Source: an optimization exercise on an open RTL-to-GDS flow (aim: small area and a short achievable clock period). Production flows keep margins and buffers that such runs may drop. In this exercise RTL edits were held to simulation tests only and were not proved equivalent to the original. Power and IR drop assume default switching activity.

--- flow/config.mk ---
export PLATFORM = sky130hd
export DESIGN_NAME = mips
export DESIGN_NICKNAME = mips
export VERILOG_FILES = /design/flow/design.v
export SDC_FILE = /design/flow/constraint.sdc
export NUM_CORES = 4
export LEC_CHECK = 0
export CAP_MARGIN = 20
export CORE_MARGIN = 2
export CORE_UTILIZATION = 45
export PLACE_DENSITY = 0.6
export SETUP_SLACK_MARGIN = 4.0
export SLEW_MARGIN = 20
--- flow/constraint.sdc ---
create_clock -name core_clock -period 7.0 [get_ports {clk}]
set_input_delay 1.4000 -clock core_clock [delete_from_list [all_inputs] [get_ports {clk}]]
set_output_delay 1.4000 -clock core_clock [all_outputs]
set_load 0.01 [all_outputs]
--- flow/design.v ---
module mips (
    input             clk,
    input             rst,
    output     [ 7:0] imem_addr,
    input      [31:0] imem_data,
    output     [31:0] ret,
    output            st_en,
    output     [ 7:0] st_addr,
    output     [31:0] st_data
);
    localparam NOOP = 8'h0;
    localparam LOAD = 8'h1;
    localparam LDNM = 8'h2;
    localparam STR  = 8'h3;
    localparam ADD  = 8'h4;
    localparam SUB  = 8'h5;
    localparam XOR  = 8'h6;
    localparam AND  = 8'h7;
    localparam JMP  = 8'h8;
    localparam JMP0 = 8'h9;
    localparam PUSH = 8'hA;
    localparam POP  = 8'hB;
    integer i, k;
    reg  [ 7:0] pc;
    reg  [31:0] rf    [0:12];
    reg  [11:0] rf_v;
    reg  [31:0] mem   [0:31];
    reg  [31:0] mem_v;
    reg  [31:0] stk   [0:31];
    reg  [31:0] stk_v;
    reg  [ 4:0] sp;
    reg         d_str, d_arith, d_sub, d_xor, d_and, d_jmp, d_jmp0, d_push, d_pop;
    reg  [ 7:0] d_dest;
    reg  [12:0] d_we;      
    reg  [31:0] op1;       
    reg  [31:0] op2;       
    reg  [31:0] op2w;      
    reg  [31:0] ld_q;      
    wire [31:0] p = op1 ^ op2;
    wire [31:0] g = op1 & op2;
    reg  [31:0] gg, pp, gn, pn;
    always @* begin
        gg = g;
        pp = p;
        gg[0] = g[0] | (p[0] & d_sub);
        for (k = 1; k < 32; k = k * 2) begin
            gn = gg;
            pn = pp;
            for (i = k; i < 32; i = i + 1) begin
                gn[i] = gg[i] | (pp[i] & gg[i-k]);
                pn[i] = pp[i] & pp[i-k];
            end
            gg = gn;
            pp = pn;
        end
    end
    wire [31:0] cy    = {gg[30:0], d_sub};       
    wire [31:0] sum   = p ^ cy;
    wire [31:0] other = (d_xor ? p : 32'h0) | (d_and ? g : 32'h0) | ld_q;
    wire [31:0] wd    = d_arith ? sum : other;
    always @(posedge clk) begin
        for (i = 0; i < 12; i = i + 1)
            if (d_we[i]) rf[i] <= wd;
        if (rst)           rf[12] <= 32'h0;
        else if (d_we[12]) rf[12] <= wd;
        rf_v <= rst ? 12'h0 : (rf_v | d_we[11:0]);
    end
    wire [31:0] m_we = (d_str && d_dest[7:5] == 3'b000) ? (32'h1 << d_dest[4:0]) : 32'h0;
    always @(posedge clk) begin
        for (i = 0; i < 32; i = i + 1)
            if (m_we[i]) mem[i] <= op2w;
        mem_v <= rst ? 32'h0 : (mem_v | m_we);
    end
    wire [31:0] s_we = d_push ? (32'h1 << sp) : 32'h0;
    always @(posedge clk) begin
        for (i = 0; i < 32; i = i + 1)
            if (s_we[i]) stk[i] <= op2w;
        stk_v <= rst ? 32'h0 : (stk_v | s_we);
        if (rst)         sp <= 5'd0;
        else if (d_push) sp <= sp + 5'd1;
        else if (d_pop)  sp <= sp - 5'd1;
    end
    wire take = d_jmp | (d_jmp0 & (|op2w));
    always @(posedge clk) begin
        if (rst)       pc <= 8'h0;
        else if (take) pc <= d_dest;
        else           pc <= pc + 8'd1;
    end
    wire [7:0] f_op   = imem_data[31:24];
    wire [7:0] f_dest = imem_data[23:16];
    wire [7:0] f_src1 = imem_data[15:8];
    wire [7:0] f_src2 = imem_data[7:0];
    wire f_load = (f_op == LOAD);
    wire f_ldnm = (f_op == LDNM);
    wire f_sub  = (f_op == SUB);
    wire f_pop  = (f_op == POP);
    wire f_wr   = f_load | f_ldnm | (f_op == ADD) | f_sub | (f_op == XOR) |
                  (f_op == AND) | f_pop;
    reg [12:0] f_sel1, f_sel2, f_we;
    reg [31:0] f_rd1, f_rd2;
    always @* begin
        for (i = 0; i < 13; i = i + 1) begin
            f_sel1[i] = (f_src1 == i);
            f_sel2[i] = (f_src2 == i);
            f_we[i]   = (f_dest == i) & f_wr;
        end
        f_rd1 = 32'h0;
        f_rd2 = 32'h0;
        for (i = 0; i < 13; i = i + 1) begin
            f_rd1 = f_rd1 | (rf[i] & {32{f_sel1[i] & ((i == 12) | rf_v[i % 12])}});
            f_rd2 = f_rd2 | (rf[i] & {32{f_sel2[i] & ((i == 12) | rf_v[i % 12])}});
        end
    end
    wire        f_fw1 = |(f_sel1 & d_we);
    wire        f_fw2 = |(f_sel2 & d_we);
    wire [31:0] f_sx  = {32{f_sub}};
    wire [31:0] f_mhit = (32'h1 << f_src2[4:0]) & {32{f_src2[7:5] == 3'b000}};
    reg  [31:0] f_mrd;
    always @* begin
        f_mrd = 32'h0;
        for (i = 0; i < 32; i = i + 1)
            f_mrd = f_mrd | (mem[i] & {32{f_mhit[i] & mem_v[i]}});
        if (f_mhit[0] & ~mem_v[0]) f_mrd = f_mrd | 32'hF;
        if (f_mhit[2] & ~mem_v[2]) f_mrd = f_mrd | 32'h3;
        if (f_mhit[3] & ~mem_v[3]) f_mrd = f_mrd | 32'hF;
    end
    wire        f_mfw  = |(f_mhit & m_we);
    wire [31:0] f_mval = f_mfw ? op2w : f_mrd;
    wire [ 4:0] f_sidx = d_pop ? (sp - 5'd2) : (sp - 5'd1);
    wire [31:0] f_shit = 32'h1 << f_sidx;
    reg  [31:0] f_srd;
    always @* begin
        f_srd = 32'h0;
        for (i = 0; i < 32; i = i + 1)
            f_srd = f_srd | (stk[i] & {32{f_shit[i] & stk_v[i]}});
    end
    wire [31:0] f_sval = d_push ? op2w : f_srd;
    always @(posedge clk) begin
        op1  <= f_fw1 ? wd : f_rd1;
        op2  <= f_fw2 ? (wd ^ f_sx) : (f_rd2 ^ f_sx);
        op2w <= f_fw2 ? wd : f_rd2;
        d_dest <= f_dest;
        if (rst) begin
            d_str  <= 1'b0; d_arith <= 1'b0; d_sub  <= 1'b0; d_xor  <= 1'b0;
            d_and  <= 1'b0; d_jmp   <= 1'b0; d_jmp0 <= 1'b0; d_push <= 1'b0;
            d_pop  <= 1'b0;
            d_we   <= 13'h0;
            ld_q   <= 32'h0;
        end else begin
            d_str   <= (f_op == STR);
            d_arith <= (f_op == ADD) | f_sub;
            d_sub   <= f_sub;
            d_xor   <= (f_op == XOR);
            d_and   <= (f_op == AND);
            d_jmp   <= (f_op == JMP);
            d_jmp0  <= (f_op == JMP0);
            d_push  <= (f_op == PUSH);
            d_pop   <= f_pop;
            d_we    <= f_we;
            ld_q    <= (f_load ? f_mval : 32'h0) | (f_pop ? f_sval : 32'h0) |
                       (f_ldnm ? {24'h0, f_src2} : 32'h0);
        end
    end
    assign imem_addr = pc;
    assign ret       = rf[12];
    assign st_en     = d_str;
    assign st_addr   = d_dest;
    assign st_data   = op2w;
endmodule
--- flow/run.sh ---
#!/bin/bash
# synth_recipe.tcl (not shown) runs the flow's synth.tcl, then flattens the netlist and writes it again
# the make line also repeats each setting of config.mk as NAME=value (left out here)
make -C /OpenROAD-flow-scripts/flow DESIGN_CONFIG=/design/flow/config.mk WORK_HOME=/design/flow/orfs CLKGATE_MAP_FILE= SYNTH_SCRIPT=/design/flow/synth_recipe.tcl finish
==> results of run 1 <==
## cell usage in the layout (no fill, tap or decap), types with 28 or more instances in the layout
cell / instances
edfxtp_1: 2432
a22oi_1: 667
buf_4: 417
clkbuf_16: 307
nor2_1: 253
a22o_1: 233
a221oi_1: 204
nand3_1: 193
dfxtp_1: 178
nand2_1: 148
buf_6: 148
nand4_1: 139
buf_12: 125
a21oi_1: 114
a222oi_1: 105
a221oi_2: 73
clkbuf_1: 70
o21ai_0: 68
dfxtp_4: 65
nor2_4: 57
nor3_2: 53
a22oi_2: 52
nor3_1: 46
clkinv_2: 41
xnor2_1: 39
inv_1: 38
clkinv_1: 38
ha_1: 37
dfxtp_2: 36
a221o_1: 34
a21oi_2: 34
nor4_4: 34
bufbuf_16: 33
clkinvlp_4: 30
a21oi_4: 29
diode_2: 28
## metrics by stage
| stage | cell area [µm²] | std cells | utilization, % | hold slack (ns) | total power, W |
|---|---|---|---|---|---|
| after floorplan | 104000 | 6381 | - | 0.432 | 0.0179 |
| after global placement | 109000 | 9346 | 48.1 | 0.441 | 0.0180 |
| after detailed placement | 109000 | 9348 | 48.1 | 0.450 | 0.0180 |
| after CTS | 126000 | 10200 | 55.4 | 0.462 | 0.0325 |
| after global routing | 129000 | 10400 | 56.5 | 0.471 | 0.0332 |
| final | 129000 | 10400 | 56.6 | 0.457 | 0.0325 |
## path summary, 6_finish.rpt
| path | slack [ns] | endpoint | cells after the start | start |
|---|---|---|---|---|
| worst min-delay path | 0.46 | mem_v[22] | 1 | mem_v[22] |
| worst max register to register | 3.49 | ld_q[22] | 14 | sp[1] |
| worst min register to register | 0.46 | mem_v[22] | 1 | mem_v[22] |
| worst max-delay path | 3.49 | ld_q[22] | 14 | sp[1] |
## flip-flops by register name, summed over array words and instances, names as in the netlist
name	count
op2	32
op1	32
d_and	1
d_pop	1
rf	416
rf_v	12
d_jmp	1
pc	8
stk_v	32
sp	5
d_jmp0	1
mem_v	32
op2w	32
d_push	1
stk	1024
d_xor	1
d_we	13
d_arith	1
ld_q	32
d_dest	8
mem	1024
d_str	1
d_sub	1
## metal layers
| layer | vias up | part of all wire (%) | track usage [%] |
|---|---|---|---|
| met5 | - | 0.11 | 0 |
| met4 | 56 | 6.9 | 19.9 |
| met3 | 1528 | 17 | 13.3 |
| met2 | 6988 | 43 | 51.3 |
| met1 | 36800 | 34 | 45.4 |
| li1 | 28100 | - | - |
## cells by family (layout without fill, tap and decap cells)
family | Yosys count | count (layout) | synth area share [%]
flip-flops | 2711 | 2711 | 76.3
AND/OR/NAND/NOR | 1174 | 1183 | 6.15
AO/OA/AOI/OAI | 1876 | 1877 | 14.1
buffers and inverters | 500 | 1445 | 2.18
XOR/XNOR | 53 | 53 | 0.487
multiplexers | 22 | 22 | 0.236
other | 0 | 28 | 0
adder cells (fa/ha/maj) | 45 | 45 | 0.561
## power by group through the flow
stage | logic (W) | clock network (W) | registers (W)
after detailed placement | 0.000213 | 0 | 0.0178
final | 0.000311 | 0.0149 | 0.0174
after global placement | 0.000210 | 0 | 0.0178
after global routing | 0.000319 | 0.0155 | 0.0174
after CTS | 0.000280 | 0.0148 | 0.0174
after floorplan | 0.000108 | 0 | 0.0178
## repair_timing
item	4_1_cts	5_1_grt
setup buffers	297	116
setup endpoints to repair	638	477
gates resized for setup	1119	322
gates cloned	69	18
pin swaps	197	141
## area by class of cell
cell class	instances	share of cell area [%]
repair inverters	16	0.0904
flip-flops and latches	2711	61.3
well taps	3009	2.93
multi-input cells	3180	20.2
diodes	28	0.0545
clock buffers	384	6.17
inverters	67	0.273
clock inverters	112	0.764
repair buffers	866	8.14
==> flow_metrics.env, run 1 <==
export IMPL_status="complete, no violations"
export IMPL_viasPerCell=7.09
export IMPL_cts_hold_buffers=0
export IMPL_syn_cell_area_mm2=0.103
export IMPL_seq_power_share_pct=53.4
export IMPL_p_int_w=0.0260
export IMPL_multi_input_area_mm2=0.0260
export IMPL_globalplace_congestion=0.894
export IMPL_drv_slew=0
export IMPL_grt_setup_unrepaired="yes"
export IMPL_grt_max_degree=69
export IMPL_nets=7214
export IMPL_clkSlewWorstSetupHoldPaths_ns=0.06
export IMPL_grt_ovfl_total=0
export IMPL_maxCapViolations=0
export IMPL_swShare_pct=20.1
export IMPL_yosysWarnings=4
export IMPL_grt_pass1_vias=67800
export IMPL_tns_ns=0
export IMPL_drtAntennaViolNets=0
export IMPL_fmax_mhz=285
export IMPL_powerDensity_mw_per_mm2=253
export IMPL_crit_chain="inv_6 > ha_4 > nand3b_1 > and3b_2 > buf_6 > o21ai_4 > buf_12 > nor4_4 > bufbuf_16 > a22oi_1 > nand4_1 > a2111oi_2 > a31oi_2 > a21o_1"
export IMPL_slowest_delay_ns=0.82
export IMPL_yosysTopAreaCell="edfxtp_1"
export IMPL_cts_tree="done"
export IMPL_endpoint_kind="flop"
export IMPL_worstMarginPinSlew_ns=1.06
export IMPL_synth_nets=6460
export IMPL_ys_dominant_reg_cell="edfxtp_1"
export IMPL_regArea_mm2=0.0789
export IMPL_synthCells=6381
export IMPL_yosysSeqAreaShare_pct=76.3
export IMPL_clk_latency_ns=0.96
export IMPL_synthArstFlopShare_pct=0
export IMPL_finalWorstSetupSlack_ns=3.49
export IMPL_critical_path_class="flop to flop"
export IMPL_die_w_um=482
export IMPL_die_area_mm2=0.233
export IMPL_synth_edf_count=2432
export IMPL_fin_crit_sh_pct=50.1
export IMPL_drt_pass1_iter_count=8
export IMPL_synth_area_per_cell_um2=16.1
export IMPL_rows=175
export IMPL_htree_levels=5
export IMPL_layout_drive_gt1_share_pct=26.7
export IMPL_ys_types=99
export IMPL_numCtsBuffers=293
export IMPL_yosys_register_bits=2711
export IMPL_relSlewSlack_pct=29.6
export IMPL_p_comb_share_pct=1.0
export IMPL_p_switching_w=0.00653
export IMPL_grt_usage_pct=35.2
export IMPL_ir_worst_vdd_mv=0.250
export IMPL_hold_viol=0
export IMPL_synth_most_common_cell="edfxtp_1"
export IMPL_io_pins=115
export IMPL_hpwl_um=208000
export IMPL_numPortBuffers=114
export IMPL_crit_buf_inv=4
export IMPL_pre_cts_slack_ns=1.26
export IMPL_period_minus_slack_ns=3.51
export IMPL_clock_root_buffer="clkbuf_16"
export IMPL_critPathLaunchType="flop"
export IMPL_cp_max_fo=6
export IMPL_wire_per_inst_um=40.9
export IMPL_antenna_found_initial=50
export IMPL_drt_iter0_drc=14400
export IMPL_fillers=17100
export IMPL_critPathSlowestCell="nor4_4"
export IMPL_grt_pass1_wl_um=564000
export IMPL_area_delta_synth_final_pct=24.9
export IMPL_start_util_pct=45.3
export IMPL_worstPathArrival_ns=4.39
export IMPL_core_region_area_mm2=0.227
export IMPL_synth_area_top_cells="edfxtp_1 (71%), dfxtp_1 (5.4%), a22oi_1 (5.2%)"
export IMPL_skew_ns=0.0446
export IMPL_power_leakage_nw=43.6
export IMPL_route_vias_total=73500
export IMPL_cts_buffer_depth=4
export IMPL_critPathRequiredTime_ns=7.88
export IMPL_finalSetupViolCount=0
export IMPL_p_clk_share_pct=45.6
export IMPL_route_detailed_drc=0
export IMPL_yosys_area_top_type_share_pct=70.9
export IMPL_holdCritPathClass="flop to flop"
export IMPL_die_y_um=482
export IMPL_wl_um=424000
export IMPL_cts_sinks=2711
export IMPL_cpLargestDelayFamily="simple AND/OR/NAND/NOR gates"
export IMPL_ys_top_cells_by_count="edfxtp_1 (2432), a22oi_1 (719), nor2_1 (313), a221oi_1 (279), dfxtp_1 (279)"
==> inputs of run 2 (changes only) <==
--- a/flow/design.v
+++ b/flow/design.v
@@ -37,4 +37,5 @@
     reg  [31:0] op2w;      
     reg  [31:0] ld_q;      
+    reg  [31:0] s_sel;     
     wire [31:0] p = op1 ^ op2;
     wire [31:0] g = op1 & op2;
@@ -56,7 +57,8 @@
     end
     wire [31:0] cy    = {gg[30:0], d_sub};       
-    wire [31:0] sum   = p ^ cy;
     wire [31:0] other = (d_xor ? p : 32'h0) | (d_and ? g : 32'h0) | ld_q;
-    wire [31:0] wd    = d_arith ? sum : other;
+    wire [31:0] wd0   = d_arith ?  p : other;
+    wire [31:0] wd1   = d_arith ? ~p : other;
+    wire [31:0] wd    = (cy & wd1) | (~cy & wd0);
     always @(posedge clk) begin
         for (i = 0; i < 12; i = i + 1)
@@ -81,4 +83,5 @@
         else if (d_pop)  sp <= sp - 5'd1;
     end
+    always @(posedge clk) s_sel <= rst ? 32'h0 : s_sel_d;
     wire take = d_jmp | (d_jmp0 & (|op2w));
     always @(posedge clk) begin
@@ -127,13 +130,14 @@
     wire        f_mfw  = |(f_mhit & m_we);
     wire [31:0] f_mval = f_mfw ? op2w : f_mrd;
-    wire [ 4:0] f_sidx = d_pop ? (sp - 5'd2) : (sp - 5'd1);
-    wire [31:0] f_shit = 32'h1 << f_sidx;
     reg  [31:0] f_srd;
     always @* begin
         f_srd = 32'h0;
         for (i = 0; i < 32; i = i + 1)
-            f_srd = f_srd | (stk[i] & {32{f_shit[i] & stk_v[i]}});
+            f_srd = f_srd | (stk[i] & {32{s_sel[i]}});
     end
     wire [31:0] f_sval = d_push ? op2w : f_srd;
+    wire [ 4:0] sp_nx   = d_push ? sp + 5'd1 : d_pop ? sp - 5'd1 : sp;
+    wire [ 4:0] s_idx   = (f_op == POP) ? (sp_nx - 5'd2) : (sp_nx - 5'd1);
+    wire [31:0] s_sel_d = (32'h1 << s_idx) & (stk_v | s_we);
     always @(posedge clk) begin
         op1  <= f_fw1 ? wd : f_rd1;
--- a/flow/config.mk
+++ b/flow/config.mk
@@ -9,4 +9,6 @@
 export CORE_MARGIN = 2
 export CORE_UTILIZATION = 45
+export CTS_CLUSTER_DIAMETER = 80
+export CTS_CLUSTER_SIZE = 25
 export PLACE_DENSITY = 0.6
 export SETUP_SLACK_MARGIN = 4.0
==> run 2 against run 1 <==
Total power down 17%; clock power down 38%; maximum frequency up 9.1%; clock skew up 0.016 ns; critical path type is now input port to flop; still clean; via count down 0.14%; global-route usage up 0.34 points.
==> flow_metrics.env, run 2 <==
export IMPL_ir_worst_vdd_mv=0.234
export IMPL_multi_input_area_mm2=0.0252
export IMPL_cts_buffer_depth=3
export IMPL_ys_top_cells_by_count="edfxtp_1 (2432), a22oi_1 (642), nor2_1 (351), dfxtp_1 (311), a221oi_1 (288)"
export IMPL_numPortBuffers=114
export IMPL_layout_drive_gt1_share_pct=22.7
export IMPL_maxCapViolations=0
export IMPL_die_w_um=484
export IMPL_hpwl_um=218000
export IMPL_syn_cell_area_mm2=0.104
export IMPL_route_detailed_drc=0
export IMPL_placed_area_mm2=0.110
export IMPL_reg_top3="mem x1024, stk x1024, rf x416"
export IMPL_numCtsBuffers=136
export IMPL_yosysSeqAreaShare_pct=76.6
export IMPL_yosys_register_bits=2743
export IMPL_wire_per_inst_um=43.1
export IMPL_min_from="mem_v[18]"
export IMPL_fillers=18100
export IMPL_drt_iter0_drc=15100
export IMPL_worstMarginPinSlew_ns=1.44
export IMPL_die_area_mm2=0.234
export IMPL_critPathLaunchType="input port"
export IMPL_cts_tree="done"
export IMPL_area_delta_synth_final_pct=18.7
export IMPL_ys_types=97
export IMPL_powerDensity_mw_per_mm2=220
export IMPL_reg2reg_to="ld_q[2]"
export IMPL_synth_nets=6499
export IMPL_globalplace_congestion=0.932
export IMPL_worstPathArrival_ns=3.95
export IMPL_reg2reg_depth=9
export IMPL_grt_setup_unrepaired="yes"
export IMPL_finalSetupViolCount=0
export IMPL_status="complete, no violations"
export IMPL_endpoint_kind="flop"
export IMPL_clock_root_buffer="clkbuf_16"
export IMPL_fin_crit_sh_pct=46.0
export IMPL_critical_path_class="input port to flop"
export IMPL_final_area_mm2=0.123
export IMPL_hold_depth=1
export IMPL_core_region_area_mm2=0.229
export IMPL_cp_max_fo=18
export IMPL_htree_levels=4
export IMPL_final_common_cell="edfxtp_1"
export IMPL_rows=176
export IMPL_critPathRequiredTime_ns=7.73
export IMPL_regArea_mm2=0.0795
export IMPL_regToRegSetupSlack_ns=3.85
export IMPL_synth_area_top_cells="edfxtp_1 (71%), dfxtp_1 (6.0%), a22oi_1 (4.7%)"
export IMPL_yosysWarnings=4
export IMPL_relSlewSlack_pct=2.79
export IMPL_io_pins=115
export IMPL_drt_pass1_iter_count=10
export IMPL_period_minus_slack_ns=3.22
export IMPL_cts_sinks=2743
export IMPL_holdPathEnd="mem_v[18]"
export IMPL_fmax_mhz=311
export IMPL_synth_edf_count=2432
export IMPL_nets=7070
export IMPL_clk_latency_ns=0.87
export IMPL_drv_slew=0
export IMPL_hold_viol=0
export IMPL_power_leakage_nw=42.2
export IMPL_yosysTopAreaCell="edfxtp_1"
export IMPL_viasPerCell=7.25
export IMPL_grt_max_degree=67
export IMPL_drtAntennaViolNets=0
export IMPL_synthCells=6422
export IMPL_rr_startpoint="s_sel[19]"
export IMPL_clkSlewWorstSetupHoldPaths_ns=0.09
export IMPL_grt_pass1_vias=66300
export IMPL_grt_usage_pct=35.6
export IMPL_synthArstFlopShare_pct=0
export IMPL_die_y_um=484
export IMPL_antenna_found_initial=46
export IMPL_synth_area_per_cell_um2=16.1
export IMPL_skew_ns=0.0604
export IMPL_start_util_pct=45.1
export IMPL_route_vias_total=73400
export IMPL_final_cell_mix="edfxtp_1 (2432), a22oi_1 (600), buf_4 (485)"
export IMPL_tns_ns=0
export IMPL_grt_pass1_wl_um=573000
export IMPL_wl_um=437000
export IMPL_cts_hold_buffers=0
export IMPL_synth_most_common_cell="edfxtp_1"
export IMPL_yosys_area_top_type_share_pct=70.5
export IMPL_holdCritPathClass="flop to flop"
export IMPL_ys_dominant_reg_cell="edfxtp_1"
export IMPL_grt_ovfl_total=0
[run 2: cell count changes in the layout (fill, tap and decap cells not counted), moves of 59 or more]
cell	before	now
clkbuf_16	307	156
buf_6	148	79
buf_4	417	485
a22oi_1	667	600
a221oi_1	204	267
nand3_1	193	134
[run 2: through the flow]
step | hold WS, ns | total power [W] | setup slack [ns] | std cells | utilization [%]
5_1_grt | 0.485 | 0.0275 | 3.81 | 10100 | 53.5
3_5_place_dp | 0.444 | 0.0181 | 1.48 | 9401 | 47.8
6_report | 0.465 | 0.0270 | 3.78 | 10100 | 53.6
3_3_place_gp | 0.436 | 0.0181 | 1.48 | 9400 | 47.8
2_1_floorplan | 0.427 | 0.0180 | 3.21 | 6422 | -
4_1_cts | 0.468 | 0.0269 | 3.86 | 9949 | 52.4
[run 2: cells by family after synthesis]
family | share of synthesized area [%]
AO/OA/AOI/OAI | 14.0
XOR/XNOR | 0.516
adder cells (fa/ha/maj) | 0.520
buffers and inverters | 1.99
flip-flops | 76.6
multiplexers | 0.498
AND/OR/NAND/NOR | 5.94
[run 2: worst max-delay path: stages]
cell and delay [ns]:
buf_16 0.14, nor3b_1 0.15, clkbuf_8 0.22, and4_4 0.28
buf_4 0.14, a22oi_1 0.16, o21ai_0 0.54, or4_4 0.73
nor2_4 0.12, o21ai_1 0.06
[run 2: cell type report]
cell class | instances | area share, %
Tap cell | 3026 | 3.08
Timing Repair Buffer | 854 | 8.07
Inverter | 53 | 0.185
Timing Repair inverter | 3 | 0.0173
Antenna cell | 35 | 0.0713
Multi-Input combinational cell | 3202 | 20.5
Clock buffer | 179 | 3.02
Clock inverter | 34 | 0.323
Sequential cell | 2743 | 64.7
[run 2: layer usage]
| metal | GRT usage [%] | wire length, µm |
|---|---|---|
| met4 | 24.1 | 37800 |
| met3 | 11.3 | 67400 |
| met1 | 45.3 | 146000 |
| met2 | 52.2 | 186000 |
| met5 | 0 | 249 |
[run 2: what timing repair did]
action	in CTS	in global routing
setup endpoints to repair	1065	350
cloned	63	17
pin swaps	143	150
gates resized for setup	844	292
setup buffers	272	127
[run 2: power breakdown]
group	switching (W)	internal [W]	total (W)
sequential	0.00000582	0.0175	0.0175
combinational	0.000167	0.000106	0.000273
clock	0.00534	0.00389	0.00923
total	0.00551	0.0215	0.0270
[run 2: worst max-delay path by stage]
stage / from / endpoint / slack, ns / cells after the start
4_1_cts: imem_data[5] / ld_q[1] / 3.86 / 10
2_1_floorplan: d_dest[1] / mem[19][0] / 3.21 / 3
6_report: imem_data[3] / ld_q[9] / 3.78 / 10
3_3_place_gp: imem_data[1] / ld_q[15] / 1.48 / 10
5_1_grt: imem_data[2] / ld_q[0] / 3.81 / 10
3_5_place_dp: imem_data[1] / ld_q[15] / 1.48 / 10
==> inputs of run 3 (changes only) <==
--- a/flow/design.v
+++ b/flow/design.v
@@ -33,7 +33,9 @@
     reg  [ 7:0] d_dest;
     reg  [12:0] d_we;      
+    reg         d_wr;      
     reg  [31:0] op1;       
     reg  [31:0] op2;       
     reg  [31:0] op2w;      
+    reg  [31:0] st_d;      
     reg  [31:0] ld_q;      
     reg  [31:0] s_sel;     
@@ -115,6 +117,6 @@
         end
     end
-    wire        f_fw1 = |(f_sel1 & d_we);
-    wire        f_fw2 = |(f_sel2 & d_we);
+    wire        f_fw1 = d_wr & (f_src1 == d_dest);
+    wire        f_fw2 = d_wr & (f_src2 == d_dest);
     wire [31:0] f_sx  = {32{f_sub}};
     wire [31:0] f_mhit = (32'h1 << f_src2[4:0]) & {32{f_src2[7:5] == 3'b000}};
@@ -128,5 +130,5 @@
         if (f_mhit[3] & ~mem_v[3]) f_mrd = f_mrd | 32'hF;
     end
-    wire        f_mfw  = |(f_mhit & m_we);
+    wire        f_mfw  = d_str & (d_dest == f_src2) & (f_src2[7:5] == 3'b000);
     wire [31:0] f_mval = f_mfw ? op2w : f_mrd;
     reg  [31:0] f_srd;
@@ -138,6 +140,7 @@
     wire [31:0] f_sval = d_push ? op2w : f_srd;
     wire [ 4:0] sp_nx   = d_push ? sp + 5'd1 : d_pop ? sp - 5'd1 : sp;
-    wire [ 4:0] s_idx   = (f_op == POP) ? (sp_nx - 5'd2) : (sp_nx - 5'd1);
-    wire [31:0] s_sel_d = (32'h1 << s_idx) & (stk_v | s_we);
+    wire [31:0] s_oh1   = (32'h1 << (sp_nx - 5'd1)) & (stk_v | s_we);
+    wire [31:0] s_oh2   = (32'h1 << (sp_nx - 5'd2)) & (stk_v | s_we);
+    wire [31:0] s_sel_d = f_pop ? s_oh2 : s_oh1;
     always @(posedge clk) begin
         op1  <= f_fw1 ? wd : f_rd1;
@@ -150,4 +153,6 @@
             d_pop  <= 1'b0;
             d_we   <= 13'h0;
+            d_wr   <= 1'b0;
+            st_d   <= 32'h0;
             ld_q   <= 32'h0;
         end else begin
@@ -162,4 +167,6 @@
             d_pop   <= f_pop;
             d_we    <= f_we;
+            d_wr    <= |f_we;
+            st_d    <= (f_op == STR) ? (f_fw2 ? wd : f_rd2) : 32'h0;
             ld_q    <= (f_load ? f_mval : 32'h0) | (f_pop ? f_sval : 32'h0) |
                        (f_ldnm ? {24'h0, f_src2} : 32'h0);
@@ -170,4 +177,4 @@
     assign st_en     = d_str;
     assign st_addr   = d_dest;
-    assign st_data   = op2w;
+    assign st_data   = st_d;
 endmodule
==> run 3 against run 2 <==
Critical path type unchanged; largest power group unchanged; first-iteration DRC count fell by 5.0%; non-clock buffer count fell by 35; total power rose by 1.2%.
==> flow_metrics.env, run 3 <==
export IMPL_grt_max_degree=68
export IMPL_grt_ovfl_total=0
export IMPL_die_w_um=483
export IMPL_cts_buffer_depth=3
export IMPL_crit_chain="buf_12 > or4_4 > nor3b_4 > buf_6 > buf_12 > and3_4 > buf_12 > buf_12 > buf_12 > a22oi_2 > nand3_2 > nor2_4 > a21oi_4 > xnor2_1"
export IMPL_worstPathArrival_ns=3.95
export IMPL_place_inst=9402
export IMPL_skew_ns=0.0428
export IMPL_reg_top3="mem x1024, stk x1024, rf x416"
export IMPL_cts_hold_buffers=0
export IMPL_cts_tree="done"
export IMPL_core_region_area_mm2=0.229
export IMPL_grt_pass1_vias=65100
export IMPL_numPortBuffers=114
export IMPL_drt_iter0_drc=14400
export IMPL_critPathSlowestCell="or4_4"
export IMPL_yosysTopAreaCell="edfxtp_1"
export IMPL_dr_wl_met3_um=57700
export IMPL_dr_max_layer_used="met5"
export IMPL_synthCells=6395
export IMPL_grt_usage_pct=33.8
export IMPL_synth_edf_count=2432
export IMPL_critical_path_class="input port to flop"
export IMPL_synth_most_common_cell="edfxtp_1"
export IMPL_relSlewSlack_pct=14.4
export IMPL_clk_latency_ns=0.86
export IMPL_wl_um=411000
export IMPL_final_common_cell="edfxtp_1"
export IMPL_clock_root_buffer="clkbuf_16"
export IMPL_die_y_um=483
export IMPL_layout_drive_gt1_share_pct=24.0
export IMPL_htree_levels=4
export IMPL_grt_pass1_wl_um=550000
export IMPL_die_area_mm2=0.234
export IMPL_area_delta_synth_final_pct=18.5
export IMPL_ys_types=85
export IMPL_powerDensity_mw_per_mm2=223
export IMPL_antenna_found_initial=27
export IMPL_drt_met1_wl_um=141000
export IMPL_drt_pass1_iter_count=8
export IMPL_numCtsBuffers=139
export IMPL_ir_worst_vdd_mv=0.268
export IMPL_fillers=18000
export IMPL_route_vias_total=71200
export IMPL_fin_crit_sh_pct=46.4
export IMPL_slowest_delay_ns=0.64
export IMPL_nets=7041
export IMPL_clkSlewWorstSetupHoldPaths_ns=0.11
export IMPL_synth_area_per_cell_um2=16.2
export IMPL_ys_top_cells_by_count="edfxtp_1 (2432), a22oi_1 (559), a221oi_1 (356), nor2_1 (352), dfxtp_1 (344)"
export IMPL_rows=176
export IMPL_yosys_area_top_type_share_pct=70.6
export IMPL_start_util_pct=45.1
export IMPL_cp_max_fo=6
export IMPL_placed_area_mm2=0.110
export IMPL_maxCapViolations=0
export IMPL_cts_sinks=2776
export IMPL_whs_ns=0.480
export IMPL_hold_viol=0
export IMPL_fmax_mhz=308
export IMPL_status="complete, no violations"
export IMPL_fin_cells=10100
export IMPL_yosysSeqAreaShare_pct=77.3
export IMPL_post_route_util_pct=53.5
export IMPL_synth_nets=6472
export IMPL_globalplace_congestion=0.892
export IMPL_finalSetupViolCount=0
export IMPL_syn_cell_area_mm2=0.103
export IMPL_hpwl_um=220000
export IMPL_regToRegSetupSlack_ns=3.88
export IMPL_drv_slew=0
export IMPL_final_area_mm2=0.123
export IMPL_period_minus_slack_ns=3.24
export IMPL_holdCritPathClass="flop to flop"
export IMPL_power_leakage_nw=36.4
export IMPL_io_pins=115
export IMPL_endpoint_kind="flop"
export IMPL_route_detailed_drc=0
export IMPL_viasPerCell=7.05
export IMPL_tns_ns=0
export IMPL_critPathRequiredTime_ns=7.70
export IMPL_yosys_register_bits=2776
export IMPL_synthArstFlopShare_pct=0
export IMPL_synth_area_top_cells="edfxtp_1 (71%), dfxtp_1 (6.7%), a22oi_1 (4.1%)"
export IMPL_worstMarginPinSlew_ns=1.27
export IMPL_wl_met2_um=184000
export IMPL_yosysWarnings=4
export IMPL_final_cell_mix="edfxtp_1 (2432), buf_4 (466), a22oi_1 (442)"
export IMPL_grt_setup_unrepaired="yes"
export IMPL_critPathLaunchType="input port"
export IMPL_crit_top_cell="buf_12"
export IMPL_wire_per_inst_um=40.7
export IMPL_ys_dominant_reg_cell="edfxtp_1"
export IMPL_drtAntennaViolNets=0
-- run 3: path summary, 6_finish.rpt --
kind,startpoint,endpoint,cells past startpoint
worst max-delay path,imem_data[5],op2[15],14
worst max register to register,s_sel[5],ld_q[11],6
worst min register to register,stk_v[17],stk_v[17],2
worst min-delay path,stk_v[17],stk_v[17],2
-- run 3: cells by family (layout without fill, tap and decap cells) --
| group | count (synthesis) | in the layout | synth area share (%) |
|---|---|---|---|
| fa+ha+maj | 43 | 43 | 0.520 |
| buf+inv | 477 | 1111 | 1.91 |
| other cells | 0 | 16 | 0 |
| xor+xnor | 76 | 76 | 0.643 |
| mux | 15 | 15 | 0.152 |
| compound gates | 1851 | 1851 | 14.0 |
| flops | 2776 | 2776 | 77.3 |
| simple gates | 1157 | 1180 | 5.55 |
-- run 3: cell type report --
| cell class | count | area (µm²) | share of cell area [%] |
|---|---|---|---|
| well taps | 3026 | 3790 | 3.09 |
| clock inverters | 42 | 536 | 0.437 |
| clock buffers | 187 | 3730 | 3.05 |
| flip-flops and latches | 2776 | 80200 | 65.4 |
| diodes | 16 | 40.0 | 0.0327 |
| repair buffers | 819 | 8640 | 7.05 |
| multi-input cells | 3165 | 25400 | 20.7 |
| inverters | 57 | 243 | 0.198 |
| repair inverters | 6 | 45.0 | 0.0368 |
-- run 3: metrics by stage --
step           worst slack (ns)  total power (W)
3_5_place_dp               1.61           0.0182
5_1_grt                    3.76           0.0278
3_3_place_gp               1.57           0.0182
4_1_cts                    3.93           0.0273
6_report                   3.76           0.0273
2_1_floorplan              3.69           0.0182
-- run 3: repair_timing --
| item | CTS | global route |
|---|---|---|
| pin swaps | 113 | 181 |
| endpoints found under the setup margin | 531 | 495 |
| resized for setup | 716 | 321 |
| hold endpoints to repair | 0 | 0 |
| cloned | 36 | 15 |
| buffers inserted | 242 | 154 |
-- run 3: power by group --
part | switching, W | internal, W | leakage (nW) | total [W]
Clock | 0.00545 | 0.00394 | 2.04 | 0.00939
Sequential | 0.00000495 | 0.0177 | 21.5 | 0.0177
Combinational | 0.000151 | 0.0000787 | 12.9 | 0.000230
Total | 0.00561 | 0.0217 | 36.4 | 0.0273
-- run 3: worst max-delay path, delay by kind of cell --
family | cells | cell delay (ns)
buf+inv | 6 | 0.80
xor+xnor | 1 | 0.11
compound gates | 2 | 0.35
simple gates | 5 | 1.26
-- run 3: metal layers --
layer  track usage (%)  up-vias
met2              52.6     6343
li1                  -    27400
met5                 0        -
met3              8.27     1334
met4              17.2       22
met1              44.4    36100
==> inputs of run 4 (changes only) <==
--- a/flow/design.v
+++ b/flow/design.v
@@ -29,5 +29,5 @@
     reg  [31:0] stk   [0:31];
     reg  [31:0] stk_v;
-    reg  [ 4:0] sp;
+    reg  [31:0] sp_oh;     
     reg         d_str, d_arith, d_sub, d_xor, d_and, d_jmp, d_jmp0, d_push, d_pop;
     reg  [ 7:0] d_dest;
@@ -38,6 +38,9 @@
     reg  [31:0] op2w;      
     reg  [31:0] st_d;      
-    reg  [31:0] ld_q;      
+    reg  [31:0] m_sel;     
+    reg         m_i3;      
+    reg         m_if;      
     reg  [31:0] s_sel;     
+    reg  [ 7:0] d_imm;     
     wire [31:0] p = op1 ^ op2;
     wire [31:0] g = op1 & op2;
@@ -59,5 +62,13 @@
     end
     wire [31:0] cy    = {gg[30:0], d_sub};       
-    wire [31:0] other = (d_xor ? p : 32'h0) | (d_and ? g : 32'h0) | ld_q;
+    reg  [31:0] ld;
+    always @* begin
+        ld = {24'h0, d_imm};
+        for (i = 0; i < 32; i = i + 1)
+            ld = ld | (mem[i] & {32{m_sel[i]}}) | (stk[i] & {32{s_sel[i]}});
+        ld[1:0] = ld[1:0] | {2{m_i3 | m_if}};
+        ld[3:2] = ld[3:2] | {2{m_if}};
+    end
+    wire [31:0] other = (d_xor ? p : 32'h0) | (d_and ? g : 32'h0) | ld;
     wire [31:0] wd0   = d_arith ?  p : other;
     wire [31:0] wd1   = d_arith ? ~p : other;
@@ -71,19 +82,20 @@
     end
     wire [31:0] m_we = (d_str && d_dest[7:5] == 3'b000) ? (32'h1 << d_dest[4:0]) : 32'h0;
+    wire [31:0] mem_v_nx = mem_v | m_we;
     always @(posedge clk) begin
         for (i = 0; i < 32; i = i + 1)
             if (m_we[i]) mem[i] <= op2w;
-        mem_v <= rst ? 32'h0 : (mem_v | m_we);
+        mem_v <= rst ? 32'h0 : mem_v_nx;
     end
-    wire [31:0] s_we = d_push ? (32'h1 << sp) : 32'h0;
+    wire [31:0] s_we     = d_push ? sp_oh : 32'h0;
+    wire [31:0] stk_v_nx = stk_v | s_we;
+    wire [31:0] sp_oh_nx = d_push ? {sp_oh[30:0], sp_oh[31]} :
+                           d_pop  ? {sp_oh[0], sp_oh[31:1]}  : sp_oh;
     always @(posedge clk) begin
         for (i = 0; i < 32; i = i + 1)
             if (s_we[i]) stk[i] <= op2w;
-        stk_v <= rst ? 32'h0 : (stk_v | s_we);
-        if (rst)         sp <= 5'd0;
-        else if (d_push) sp <= sp + 5'd1;
-        else if (d_pop)  sp <= sp - 5'd1;
+        stk_v <= rst ? 32'h0 : stk_v_nx;
+        sp_oh <= rst ? 32'h1 : sp_oh_nx;
     end
-    always @(posedge clk) s_sel <= rst ? 32'h0 : s_sel_d;
     wire take = d_jmp | (d_jmp0 & (|op2w));
     always @(posedge clk) begin
@@ -120,27 +132,6 @@
     wire        f_fw2 = d_wr & (f_src2 == d_dest);
     wire [31:0] f_sx  = {32{f_sub}};
-    wire [31:0] f_mhit = (32'h1 << f_src2[4:0]) & {32{f_src2[7:5] == 3'b000}};
-    reg  [31:0] f_mrd;
-    always @* begin
-        f_mrd = 32'h0;
-        for (i = 0; i < 32; i = i + 1)
-            f_mrd = f_mrd | (mem[i] & {32{f_mhit[i] & mem_v[i]}});
-        if (f_mhit[0] & ~mem_v[0]) f_mrd = f_mrd | 32'hF;
-        if (f_mhit[2] & ~mem_v[2]) f_mrd = f_mrd | 32'h3;
-        if (f_mhit[3] & ~mem_v[3]) f_mrd = f_mrd | 32'hF;
-    end
-    wire        f_mfw  = d_str & (d_dest == f_src2) & (f_src2[7:5] == 3'b000);
-    wire [31:0] f_mval = f_mfw ? op2w : f_mrd;
-    reg  [31:0] f_srd;
-    always @* begin
-        f_srd = 32'h0;
-        for (i = 0; i < 32; i = i + 1)
-            f_srd = f_srd | (stk[i] & {32{s_sel[i]}});
-    end
-    wire [31:0] f_sval = d_push ? op2w : f_srd;
-    wire [ 4:0] sp_nx   = d_push ? sp + 5'd1 : d_pop ? sp - 5'd1 : sp;
-    wire [31:0] s_oh1   = (32'h1 << (sp_nx - 5'd1)) & (stk_v | s_we);
-    wire [31:0] s_oh2   = (32'h1 << (sp_nx - 5'd2)) & (stk_v | s_we);
-    wire [31:0] s_sel_d = f_pop ? s_oh2 : s_oh1;
+    wire [31:0] f_mhit = (32'h1 << f_src2[4:0]) & {32{f_load && f_src2[7:5] == 3'b000}};
+    wire [31:0] f_stop = {sp_oh_nx[0], sp_oh_nx[31:1]};
     always @(posedge clk) begin
         op1  <= f_fw1 ? wd : f_rd1;
@@ -155,5 +146,9 @@
             d_wr   <= 1'b0;
             st_d   <= 32'h0;
-            ld_q   <= 32'h0;
+            m_sel  <= 32'h0;
+            m_i3   <= 1'b0;
+            m_if   <= 1'b0;
+            s_sel  <= 32'h0;
+            d_imm  <= 8'h0;
         end else begin
             d_str   <= (f_op == STR);
@@ -169,6 +164,9 @@
             d_wr    <= |f_we;
             st_d    <= (f_op == STR) ? (f_fw2 ? wd : f_rd2) : 32'h0;
-            ld_q    <= (f_load ? f_mval : 32'h0) | (f_pop ? f_sval : 32'h0) |
-                       (f_ldnm ? {24'h0, f_src2} : 32'h0);
+            m_sel   <= f_mhit & mem_v_nx;
+            m_i3    <= f_mhit[2] & ~mem_v_nx[2];
+            m_if    <= (f_mhit[0] & ~mem_v_nx[0]) | (f_mhit[3] & ~mem_v_nx[3]);
+            s_sel   <= f_stop & stk_v_nx & {32{f_pop}};
+            d_imm   <= f_ldnm ? f_src2 : 8'h0;
         end
     end
==> run 4 against run 3 <==
Still clean; global-route usage up 5.8 points; maximum frequency fell by 9.4%; sequential power about the same; first-iteration DRC count rose by 27%; total power rose by 0.99%; synthesized cell count decreased by 0.80%; die area increased by 0.83%; cell area increased by 0.60%; clock power grew 2%; register-to-register slack got worse by 0.46 ns; routed wire length is 19% higher; area after synthesis grew 0.84%; critical endpoint is now rf[12][23]; largest cell class unchanged; largest power group unchanged.
==> flow_metrics.env, run 4 <==
export IMPL_htree_levels=4
export IMPL_status="complete, no violations"
export IMPL_worstPathArrival_ns=4.31
export IMPL_rr_startpoint="op2[23]"
export IMPL_worstMarginPinSlew_ns=1.31
export IMPL_drt_pass1_iter_count=10
export IMPL_final_area_mm2=0.123
export IMPL_holdCritPathClass="flop to flop"
export IMPL_clkSlewWorstSetupHoldPaths_ns=0.10
export IMPL_ys_top_cells_by_count="edfxtp_1 (2432), a22oi_1 (695), nor2_1 (427), dfxtp_1 (381), a221oi_1 (311)"
export IMPL_grt_max_degree=92
export IMPL_synth_area_top_cells="edfxtp_1 (70%), dfxtp_1 (7.3%), a22oi_1 (5.0%)"
export IMPL_grt_setup_unrepaired="yes"
export IMPL_finalSetupViolCount=0
export IMPL_wl_um=489000
export IMPL_die_area_mm2=0.236
export IMPL_synthArstFlopShare_pct=0
export IMPL_grt_pass1_wl_um=624000
export IMPL_nets=6984
export IMPL_grt_pass1_vias=67000
export IMPL_place_inst=9367
export IMPL_die_y_um=485
export IMPL_viasPerCell=7.46
export IMPL_synth_area_per_cell_um2=16.4
export IMPL_relSlewSlack_pct=12.4
export IMPL_clk_latency_ns=0.86
export IMPL_critPathLaunchType="flop"
export IMPL_syn_cell_area_mm2=0.104
export IMPL_numPortBuffers=114
export IMPL_whs_ns=0.456
export IMPL_holdPathEnd="m_i3"
export IMPL_antenna_found_initial=30
export IMPL_yosysSeqAreaShare_pct=77.3
export IMPL_synth_nets=6411
export IMPL_die_w_um=485
export IMPL_synth_most_common_cell="edfxtp_1"
export IMPL_final_common_cell="edfxtp_1"
export IMPL_placed_area_mm2=0.111
export IMPL_tns_ns=0
export IMPL_drtAntennaViolNets=0
export IMPL_route_vias_total=74900
export IMPL_yosys_register_bits=2813
export IMPL_min_from="mem_v[2]"
export IMPL_power_total_w=0.0276
export IMPL_start_util_pct=45.3
export IMPL_multi_input_area_mm2=0.0247
export IMPL_route_detailed_drc=0
export IMPL_io_pins=115
export IMPL_hold_depth=1
export IMPL_critPathSlowestCell="nor4_4"
export IMPL_maxCapViolations=0
export IMPL_power_leakage_nw=38.6
export IMPL_ys_types=103
export IMPL_skew_ns=0.0558
export IMPL_reg2reg_to="rf[12][23]"
export IMPL_core_region_area_mm2=0.230
export IMPL_grt_usage_pct=39.7
export IMPL_regToRegSetupSlack_ns=3.42
export IMPL_drt_iter0_drc=18200
export IMPL_regArea_mm2=0.0811
export IMPL_period_minus_slack_ns=3.58
export IMPL_synthCells=6344
export IMPL_cts_buffer_depth=3
export IMPL_reg_top3="mem x1024, stk x1024, rf x416"
export IMPL_critPathRequiredTime_ns=7.73
export IMPL_yosysWarnings=4
export IMPL_powerDensity_mw_per_mm2=224
export IMPL_endpoint_kind="flop"
export IMPL_wire_per_inst_um=48.7
export IMPL_yosys_area_top_type_share_pct=70.0
export IMPL_critical_path_class="flop to flop"
export IMPL_fin_cells=10000
export IMPL_numCtsBuffers=140
export IMPL_ys_dominant_reg_cell="edfxtp_1"
export IMPL_yosysTopAreaCell="edfxtp_1"
export IMPL_fin_crit_sh_pct=51.2
export IMPL_rows=176
export IMPL_fillers=18400
export IMPL_clock_root_buffer="clkbuf_16"
export IMPL_layout_drive_gt1_share_pct=22.4
export IMPL_cp_max_fo=12
export IMPL_crit_chain="ha_4 > a22oi_2 > nand3_2 > or4_4 > nor4_4 > a2111oi_4 > buf_6 > mux2i_1 > nor2_1"
export IMPL_slowest_delay_ns=0.93
export IMPL_ir_worst_vdd_mv=0.252
export IMPL_area_delta_synth_final_pct=18.2
export IMPL_hpwl_um=267000
export IMPL_synth_edf_count=2432
export IMPL_globalplace_congestion=0.925
export IMPL_fmax_mhz=279
export IMPL_hold_viol=0
export IMPL_cts_sinks=2813
export IMPL_reg2reg_depth=9
export IMPL_final_cell_mix="edfxtp_1 (2432), a22oi_1 (662), buf_4 (419)"
export IMPL_drv_slew=0
export IMPL_grt_ovfl_total=0
export IMPL_cts_tree="done"
export IMPL_cts_hold_buffers=0
[run 4: power breakdown]
part	internal (W)	total, W	switching, W
clock	0.00404	0.00954	0.00550
combinational	0.0000558	0.000171	0.000115
sequential	0.0179	0.0179	0.00000607
[run 4: worst max-delay path: cells and delay by family, from the launching register on]
family,cells,cell delay [ns]
AO/OA/AOI/OAI,2,0.78
adder cells (fa/ha/maj),1,0.17
buffers and inverters,1,0.23
flip-flops,1,0.35
multiplexers,1,0.14
AND/OR/NAND/NOR,4,1.77
[run 4: stage by stage]
stage	util [%]	worst slack (ns)
after floorplan	-	3.83
after global routing	53.5	3.56
after global placement	48.0	1.78
final	53.5	3.42
after detailed placement	48.1	1.64
after CTS	52.2	3.73
[run 4: what timing repair did]
item                                   4_1_cts  5_1_grt
pin swaps                                  140      146
setup endpoints to repair                 1194      771
endpoints found under the hold margin        0        0
setup buffers                              258      134
gates resized for setup                    739      321
gates cloned                                19       23
[run 4: worst max path at each step]
stage	startpoint	end	slack (ns)
after floorplan	imem_data[0]	op2[25]	3.83
after global placement	imem_data[1]	op2[0]	1.78
after CTS	op2[23]	rf[12][23]	3.73
after detailed placement	imem_data[1]	op2[0]	1.64
after global routing	op2[23]	rf[12][23]	3.56
final	op2[23]	rf[12][23]	3.42
[run 4: per-layer routing]
| layer | share of wire [%] | up-vias | track usage, % |
|---|---|---|---|
| met5 | 0.029 | - | 0 |
| li1 | - | 27300 | - |
| met3 | 17 | 1886 | 13.4 |
| met1 | 33 | 37600 | 51.1 |
| met2 | 42 | 8164 | 58.5 |
| met4 | 8.5 | 18 | 23.2 |
[run 4: logic make-up after synthesis]
logic type,Yosys count,share of synthesized area [%]
mux,67,0.655
flops,2813,77.3
xor+xnor,66,0.554
fa+ha+maj,33,0.396
simple gates,1211,6.01
buf+inv,448,1.83
compound gates,1706,13.2
[run 4: layout make-up]
cell class,count,area share (%)
Multi-Input combinational cell,3090,20.0
Sequential cell,2813,65.8
Antenna cell,21,0.0426
Timing Repair Buffer,805,7.32
Timing Repair inverter,8,0.0487
Tap cell,3026,3.07
Inverter,59,0.230
Clock buffer,184,3.13
Clock inverter,32,0.329
==> inputs of run 5 (changes only) <==
--- a/flow/design.v
+++ b/flow/design.v
@@ -21,5 +21,5 @@
     localparam PUSH = 8'hA;
     localparam POP  = 8'hB;
-    integer i, k;
+    integer i;
     reg  [ 7:0] pc;
     reg  [31:0] rf    [0:12];
@@ -43,23 +43,6 @@
     reg  [31:0] s_sel;     
     reg  [ 7:0] d_imm;     
-    wire [31:0] p = op1 ^ op2;
-    wire [31:0] g = op1 & op2;
-    reg  [31:0] gg, pp, gn, pn;
-    always @* begin
-        gg = g;
-        pp = p;
-        gg[0] = g[0] | (p[0] & d_sub);
-        for (k = 1; k < 32; k = k * 2) begin
-            gn = gg;
-            pn = pp;
-            for (i = k; i < 32; i = i + 1) begin
-                gn[i] = gg[i] | (pp[i] & gg[i-k]);
-                pn[i] = pp[i] & pp[i-k];
-            end
-            gg = gn;
-            pp = pn;
-        end
-    end
-    wire [31:0] cy    = {gg[30:0], d_sub};       
+    wire [31:0] p, g, cy;    
+    mips_add u_add (.a(op1), .b(op2), .cin(d_sub), .p(p), .g(g), .c(cy));
     reg  [31:0] ld;
     always @* begin
@@ -177,2 +160,59 @@
     assign st_data   = st_d;
 endmodule
+module mips_add (
+    input  [31:0] a,
+    input  [31:0] b,
+    input         cin,
+    output [31:0] p,
+    output [31:0] g,
+    output [31:0] c       
+);
+    assign p = a ^ b;
+    assign g = a & b;
+    wire [31:0] g0 = {g[31:1], g[0] | (p[0] & cin)};
+    wire [31:0] ng1, np1, g2, p2, ng3, np3, g4, p4, ng5, np5;
+    mips_pfx_pn #(1)  l1 (.gi(g0),  .pi(p),   .go(ng1), .po(np1));
+    mips_pfx_np #(2)  l2 (.gi(ng1), .pi(np1), .go(g2),  .po(p2));
+    mips_pfx_pn #(4)  l3 (.gi(g2),  .pi(p2),  .go(ng3), .po(np3));
+    mips_pfx_np #(8)  l4 (.gi(ng3), .pi(np3), .go(g4),  .po(p4));
+    mips_pfx_pn #(16) l5 (.gi(g4),  .pi(p4),  .go(ng5), .po(np5));
+    assign c = {~ng5[30:0], cin};
+endmodule
+module mips_pfx_pn #(parameter D = 1) (
+    input  [31:0] gi,
+    input  [31:0] pi,
+    output [31:0] go,
+    output [31:0] po
+);
+    genvar i;
+    generate
+        for (i = 0; i < 32; i = i + 1) begin : b
+            if (i >= D) begin : m
+                assign go[i] = ~(gi[i] | (pi[i] & gi[i-D]));
+                assign po[i] = ~(pi[i] & pi[i-D]);
+            end else begin : w
+                assign go[i] = ~gi[i];
+                assign po[i] = ~pi[i];
+            end
+        end
+    endgenerate
+endmodule
+module mips_pfx_np #(parameter D = 1) (
+    input  [31:0] gi,
+    input  [31:0] pi,
+    output [31:0] go,
+    output [31:0] po
+);
+    genvar i;
+    generate
+        for (i = 0; i < 32; i = i + 1) begin : b
+            if (i >= D) begin : m
+                assign go[i] = ~(gi[i] & (pi[i] | gi[i-D]));
+                assign po[i] = ~(pi[i] | pi[i-D]);
+            end else begin : w
+                assign go[i] = ~gi[i];
+                assign po[i] = ~pi[i];
+            end
+        end
+    endgenerate
+endmodule
--- a/flow/config.mk
+++ b/flow/config.mk
@@ -14,2 +14,3 @@
 export SETUP_SLACK_MARGIN = 4.0
 export SLEW_MARGIN = 20
+export SYNTH_HIERARCHICAL = 1
==> run 5 against run 4 <==
Setup slack improved by 0.49 ns; utilization decreased by 2.3 points; synthesized cell count is 0.58% lower; sequential cell count did not move; sequential share of layout area increased by 3.1 points; clock power down 0.5%; routed wire length shrank 3.7%; count of clock-buffer cells in the layout up 3; still clean; largest power group unchanged; critical path depth rose by 3; cell area fell by 4.6%.
==> flow_metrics.env, run 5 <==
export IMPL_drtAntennaViolNets=0
export IMPL_drt_iter0_drc=18000
export IMPL_maxCapViolations=0
export IMPL_layout_drive_gt1_share_pct=17.0
export IMPL_die_area_mm2=0.235
export IMPL_synth_nets=6374
export IMPL_grt_pass1_vias=65900
export IMPL_htree_levels=4
export IMPL_grt_setup_unrepaired="yes"
export IMPL_die_y_um=484
export IMPL_nets=6681
export IMPL_viasPerCell=7.55
export IMPL_endpoint_kind="flop"
export IMPL_hold_viol=0
export IMPL_route_vias_total=73500
export IMPL_status="complete, no violations"
export IMPL_critPathRequiredTime_ns=7.74
export IMPL_grt_max_degree=80
export IMPL_seq_power_share_pct=65.0
export IMPL_period_minus_slack_ns=3.09
export IMPL_tns_ns=0
export IMPL_p_int_w=0.0219
export IMPL_hpwl_um=262000
export IMPL_power_leakage_nw=38.3
export IMPL_cts_hold_buffers=0
export IMPL_skew_ns=0.0516
export IMPL_swShare_pct=20.4
export IMPL_drv_slew=0
export IMPL_numPortBuffers=114
export IMPL_grt_ovfl_total=0
export IMPL_synthCells=6307
export IMPL_grt_pass1_wl_um=610000
export IMPL_placed_area_mm2=0.110
export IMPL_place_inst=9340
export IMPL_ir_worst_vdd_mv=0.273
export IMPL_p_clk_share_pct=34.5
export IMPL_powerDensity_mw_per_mm2=234
export IMPL_io_pins=115
export IMPL_holdCritPathClass="flop to flop"
export IMPL_wl_um=470000
export IMPL_numCtsBuffers=137
export IMPL_synth_area_per_cell_um2=16.5
export IMPL_fmax_mhz=323
export IMPL_cts_tree="done"
export IMPL_p_comb_share_pct=0.5
export IMPL_wire_per_inst_um=48.3
export IMPL_power_total_w=0.0275
export IMPL_final_cell_mix="edfxtp_1 (2432), a22oi_1 (819), nor2_1 (370)"
export IMPL_core_region_area_mm2=0.230
export IMPL_area_delta_synth_final_pct=13.2
export IMPL_route_detailed_drc=0
export IMPL_globalplace_congestion=0.959
export IMPL_clk_latency_ns=0.88
export IMPL_clock_root_buffer="clkbuf_16"
export IMPL_die_w_um=484
export IMPL_final_common_cell="edfxtp_1"
export IMPL_rows=176
export IMPL_cts_sinks=2813
export IMPL_yosysWarnings=10
export IMPL_whs_ns=0.444
export IMPL_finalSetupViolCount=0
export IMPL_worstMarginPinSlew_ns=1.31
export IMPL_start_util_pct=45.2
export IMPL_grt_usage_pct=38.9
export IMPL_critPathLaunchType="flop"
export IMPL_final_area_mm2=0.118
export IMPL_syn_cell_area_mm2=0.104
export IMPL_antenna_found_initial=34
export IMPL_critical_path_class="flop to flop"
export IMPL_clkSlewWorstSetupHoldPaths_ns=0.10
export IMPL_p_switching_w=0.00561
export IMPL_fin_cells=9741
export IMPL_cp_max_fo=15
export IMPL_regToRegSetupSlack_ns=3.91
export IMPL_cts_buffer_depth=3
export IMPL_relSlewSlack_pct=12.7
export IMPL_worstPathArrival_ns=3.83
export IMPL_drt_pass1_iter_count=10
export IMPL_fin_crit_sh_pct=44.2
export IMPL_reg_top3="mem x1024, stk x1024, rf x416"
## run 5: power groups by stage
stage          combinational (W)  sequential (W)  clock [W]
4_1_cts                 0.000132          0.0179    0.00941
6_report                0.000136          0.0179    0.00949
3_5_place_dp            0.000119          0.0183          0
2_1_floorplan          0.0000572          0.0183          0
3_3_place_gp            0.000117          0.0183          0
5_1_grt                 0.000143          0.0179    0.00996
## run 5: area by class of cell
class | count | area (µm²)
flip-flops and latches | 2813 | 81000
diodes | 20 | 50.0
repair inverters | 3 | 15.0
well taps | 3026 | 3790
fillers | 18600 | 112000
repair buffers | 560 | 5710
clock buffers | 187 | 3730
inverters | 99 | 387
clock inverters | 33 | 485
multi-input cells | 3000 | 22400
## run 5: metal layers
| metal | wire length (µm) | share of wire [%] | track usage [%] | up-vias |
|---|---|---|---|---|
| met5 | 245 | 0.052 | 0 | - |
| li1 | - | - | - | 26400 |
| met1 | 154000 | 33 | 50.7 | 36900 |
| met3 | 84500 | 18 | 14.5 | 1889 |
| met4 | 35900 | 7.6 | 22.2 | 28 |
| met2 | 196000 | 42 | 55.7 | 8401 |
## run 5: critical path: stages (launching register included)
cell and delay (ns):
dfxtp_1 0.35, ha_2 0.53, nand2_1 0.17, o21ai_1 0.34
inv_1 0.11, o21ai_1 0.24, inv_1 0.17, inv_1 0.10
xnor2_1 0.10, a22oi_1 0.25, buf_6 0.26, o21ai_2 0.11
xor2_1 0.19
## run 5: path summary, 6_finish.rpt
kind,from,end,depth (start not counted)
min,mem_v[2],m_i3,1
max,op1[2],op2[12],12
max reg2reg,op1[2],op2[12],12
min reg2reg,mem_v[2],m_i3,1
## run 5: repair_timing
action,CTS,global route
gates resized for setup,498,185
endpoints found under the setup margin,1102,495
buffers inserted,87,57
pin swaps,40,33
gates cloned,10,7
## run 5: stage by stage
stage          setup slack [ns]  utilization (%)
3_5_place_dp               2.04             47.8
6_report                   3.91             51.2
2_1_floorplan              3.92                -
5_1_grt                    3.96             51.2
4_1_cts                    3.94             50.6
3_3_place_gp               2.05             47.8
==> inputs of run 6 (changes only) <==
--- a/flow/config.mk
+++ b/flow/config.mk
@@ -11,6 +11,6 @@
 export CTS_CLUSTER_DIAMETER = 80
 export CTS_CLUSTER_SIZE = 25
-export PLACE_DENSITY = 0.6
-export SETUP_SLACK_MARGIN = 4.0
+export PLACE_DENSITY = 0.75
+export SETUP_SLACK_MARGIN = 4.15
 export SLEW_MARGIN = 20
 export SYNTH_HIERARCHICAL = 1
==> run 6 against run 5 <==
Still clean on timing, DRC and antenna; count of clock-buffer cells in the layout decreased by 10; worst hold slack improved by 0.022 ns; cell area increased by 1.0%; first-iteration DRC count increased by 11%; setup slack got worse by 0.030 ns; clock power decreased by 2%; sequential cell count unchanged; area after synthesis unchanged; routed wire length decreased by 5.5%; critical path type unchanged; largest power group unchanged.
==> flow_metrics.env, run 6 <==
export IMPL_clock_root_buffer="clkbuf_16"
export IMPL_die_area_mm2=0.235
export IMPL_drt_pass1_iter_count=21
export IMPL_route_detailed_drc=0
export IMPL_worstSetupStartpoint="s_sel[15]"
export IMPL_drtAntennaViolNets=0
export IMPL_fin_crit_sh_pct=44.6
export IMPL_reg_top3="mem x1024, stk x1024, rf x416"
export IMPL_synth_area_per_cell_um2=16.5
export IMPL_drv_slew=0
export IMPL_finalWorstSetupSlack_ns=3.88
export IMPL_antenna_found_initial=30
export IMPL_whs_ns=0.466
export IMPL_die_w_um=484
export IMPL_finalSetupViolCount=0
export IMPL_cts_hold_buffers=0
export IMPL_cp_max_fo=15
export IMPL_die_y_um=484
export IMPL_tns_ns=0
export IMPL_numCtsBuffers=137
export IMPL_fin_cells=9786
export IMPL_cts_tree="done"
export IMPL_fmax_mhz=320
export IMPL_syn_cell_area_mm2=0.104
export IMPL_ir_worst_vdd_mv=0.285
export IMPL_grt_setup_unrepaired="yes"
export IMPL_nets=6739
export IMPL_final_cell_mix="edfxtp_1 (2432), a22oi_1 (799), nor2_1 (365)"
export IMPL_synth_nets=6374
export IMPL_viasPerCell=7.66
export IMPL_hpwl_um=238000
export IMPL_crit_top_cell="buf_6"
export IMPL_grt_usage_pct=36.3
export IMPL_skew_ns=0.0484
export IMPL_crit_chain="buf_6 > a22o_1 > a221oi_1 > nand3_1 > nor4_4 > a22oi_2 > buf_6 > clkbuf_16"
export IMPL_critPathSlowestCell="nor4_4"
export IMPL_regToRegSetupSlack_ns=3.88
export IMPL_yosysWarnings=10
export IMPL_critPathRequiredTime_ns=7.63
export IMPL_powerDensity_mw_per_mm2=230
export IMPL_drt_iter0_drc=20100
export IMPL_reg2reg_depth=8
export IMPL_area_delta_synth_final_pct=14.4
export IMPL_cts_buffer_depth=3
export IMPL_cts_sinks=2813
export IMPL_rows=176
export IMPL_grt_pass1_wl_um=578000
export IMPL_wire_per_inst_um=45.4
export IMPL_synthCells=6307
export IMPL_hold_viol=0
export IMPL_clk_latency_ns=0.89
export IMPL_grt_pass1_vias=67200
export IMPL_core_region_area_mm2=0.230
export IMPL_grt_max_degree=105
export IMPL_power_total_w=0.0273
export IMPL_holdCritPathClass="flop to flop"
export IMPL_start_util_pct=45.2
export IMPL_pre_cts_slack_ns=2.27
export IMPL_final_common_cell="edfxtp_1"
export IMPL_power_leakage_nw=38.7
export IMPL_route_vias_total=75000
export IMPL_reg2reg_to="rf[10][10]"
export IMPL_worstPathArrival_ns=3.75
export IMPL_numPortBuffers=114
export IMPL_crit_path_end="rf[10][10]"
export IMPL_worstMarginPinSlew_ns=1.26
export IMPL_io_pins=115
export IMPL_worst_path_stages=8
export IMPL_clkSlewWorstSetupHoldPaths_ns=0.09
export IMPL_globalplace_congestion=1.03
export IMPL_maxCapViolations=0
export IMPL_htree_levels=4
export IMPL_layout_drive_gt1_share_pct=20.5
export IMPL_status="complete, no violations"
export IMPL_rr_startpoint="s_sel[15]"
export IMPL_critical_path_class="flop to flop"
export IMPL_place_inst=9327
export IMPL_cpLargestDelayFamily="simple AND/OR/NAND/NOR gates"
export IMPL_crit_buf_inv=3
export IMPL_critPathLaunchType="flop"
export IMPL_relSlewSlack_pct=16.3
export IMPL_period_minus_slack_ns=3.12
export IMPL_slowest_delay_ns=0.82
export IMPL_wl_um=445000
export IMPL_endpoint_kind="flop"
export IMPL_grt_ovfl_total=0
## run 6: cell type report
type | count | area, µm²
Clock buffer | 177 | 3670
Antenna cell | 16 | 40.0
Multi-Input combinational cell | 3001 | 22900
Inverter | 99 | 394
Clock inverter | 34 | 483
Sequential cell | 2813 | 81200
Tap cell | 3026 | 3790
Timing Repair Buffer | 617 | 6240
Timing Repair inverter | 3 | 17.5
Fill cell | 17900 | 111000
## run 6: what timing repair did
action / in CTS / in global routing
cloned: 18 / 7
resized for setup: 834 / 273
pin swaps: 39 / 44
setup buffers: 108 / 99
setup endpoints to repair: 1638 / 497
## run 6: report_power, final
part / leakage (nW) / internal, W / total, W / switching, W
Clock: 2.02 / 0.00392 / 0.00930 / 0.00538
Combinational: 10.7 / 0.0000444 / 0.000137 / 0.0000922
Sequential: 25.9 / 0.0179 / 0.0179 / 0.00000588
Total: 38.7 / 0.0218 / 0.0273 / 0.00548
## run 6: metrics by stage
stage	util (%)	area, µm²
global placement	47.8	110000
CTS	50.8	117000
finish	51.7	119000
global route	51.7	119000
floorplan	-	104000
detailed placement	47.8	110000
## run 6: worst min-delay path: cells and delay by family (launching register included)
kind             cells  cell delay, ns
flip-flops           1            0.32
AND/OR/NAND/NOR      2            0.12
## run 6: metal layers
layer  GRT usage, %  up-vias  routed length, µm
met5          0.714        -                663
met1           43.7    35600             132000
met3           18.8     2854              94000
met2           50.0    10000             173000
li1               -    26500                  -
met4           25.1       42              45100
## run 6: worst min-delay path by stage
| stage | from | endpoint | cells after the start |
|---|---|---|---|
| after floorplan | mem_v[2] | m_i3 | 1 |
| after global placement | mem_v[2] | m_i3 | 1 |
| after detailed placement | mem_v[2] | m_i3 | 1 |
| after CTS | mem_v[2] | m_i3 | 1 |
| after global routing | stk_v[25] | stk_v[25] | 2 |
| final | stk_v[23] | stk_v[23] | 2 |

-- re-timing with driven ports --
In the flow no input, the clock included, has a driving cell. The finished layouts below were timed again as built, in two steps.
Step 1, drivers: a clkbuf_16 drives clk and a buf_2 each remaining input, both assumed.
Step 2 times the ports against the registers' clock, not the clock port: input delays grow and output delays shrink by t, the midpoint of the rising clock arrivals with the driver on.
Slacks: ideal ports / drivers / drivers and shift; pairs: ideal ports / drivers.
run | t, ns | slack for setup (ns) | worst data-port slew with drivers (ns)
run 1 | 1.055 | 3.491 / 3.491 / 2.626 | 0.08
run 2 | 0.935 | 3.783 / 3.775 / 2.840 | 0.15
run 3 | 0.935 | 3.755 / 3.803 / 2.868 | 0.08
run 4 | 0.941 | 3.419 / 3.419 / 3.126 | 0.09
run 5 | 0.961 | 3.907 / 3.907 / 3.088 | 0.04
run 6 | 0.965 | 3.876 / 3.876 / 3.265 | 0.05
After both steps setup and hold are still met in every run listed. The setup slack of run 2, which loses most, moves by -0.008 ns with the drivers and by -0.943 ns with both steps.
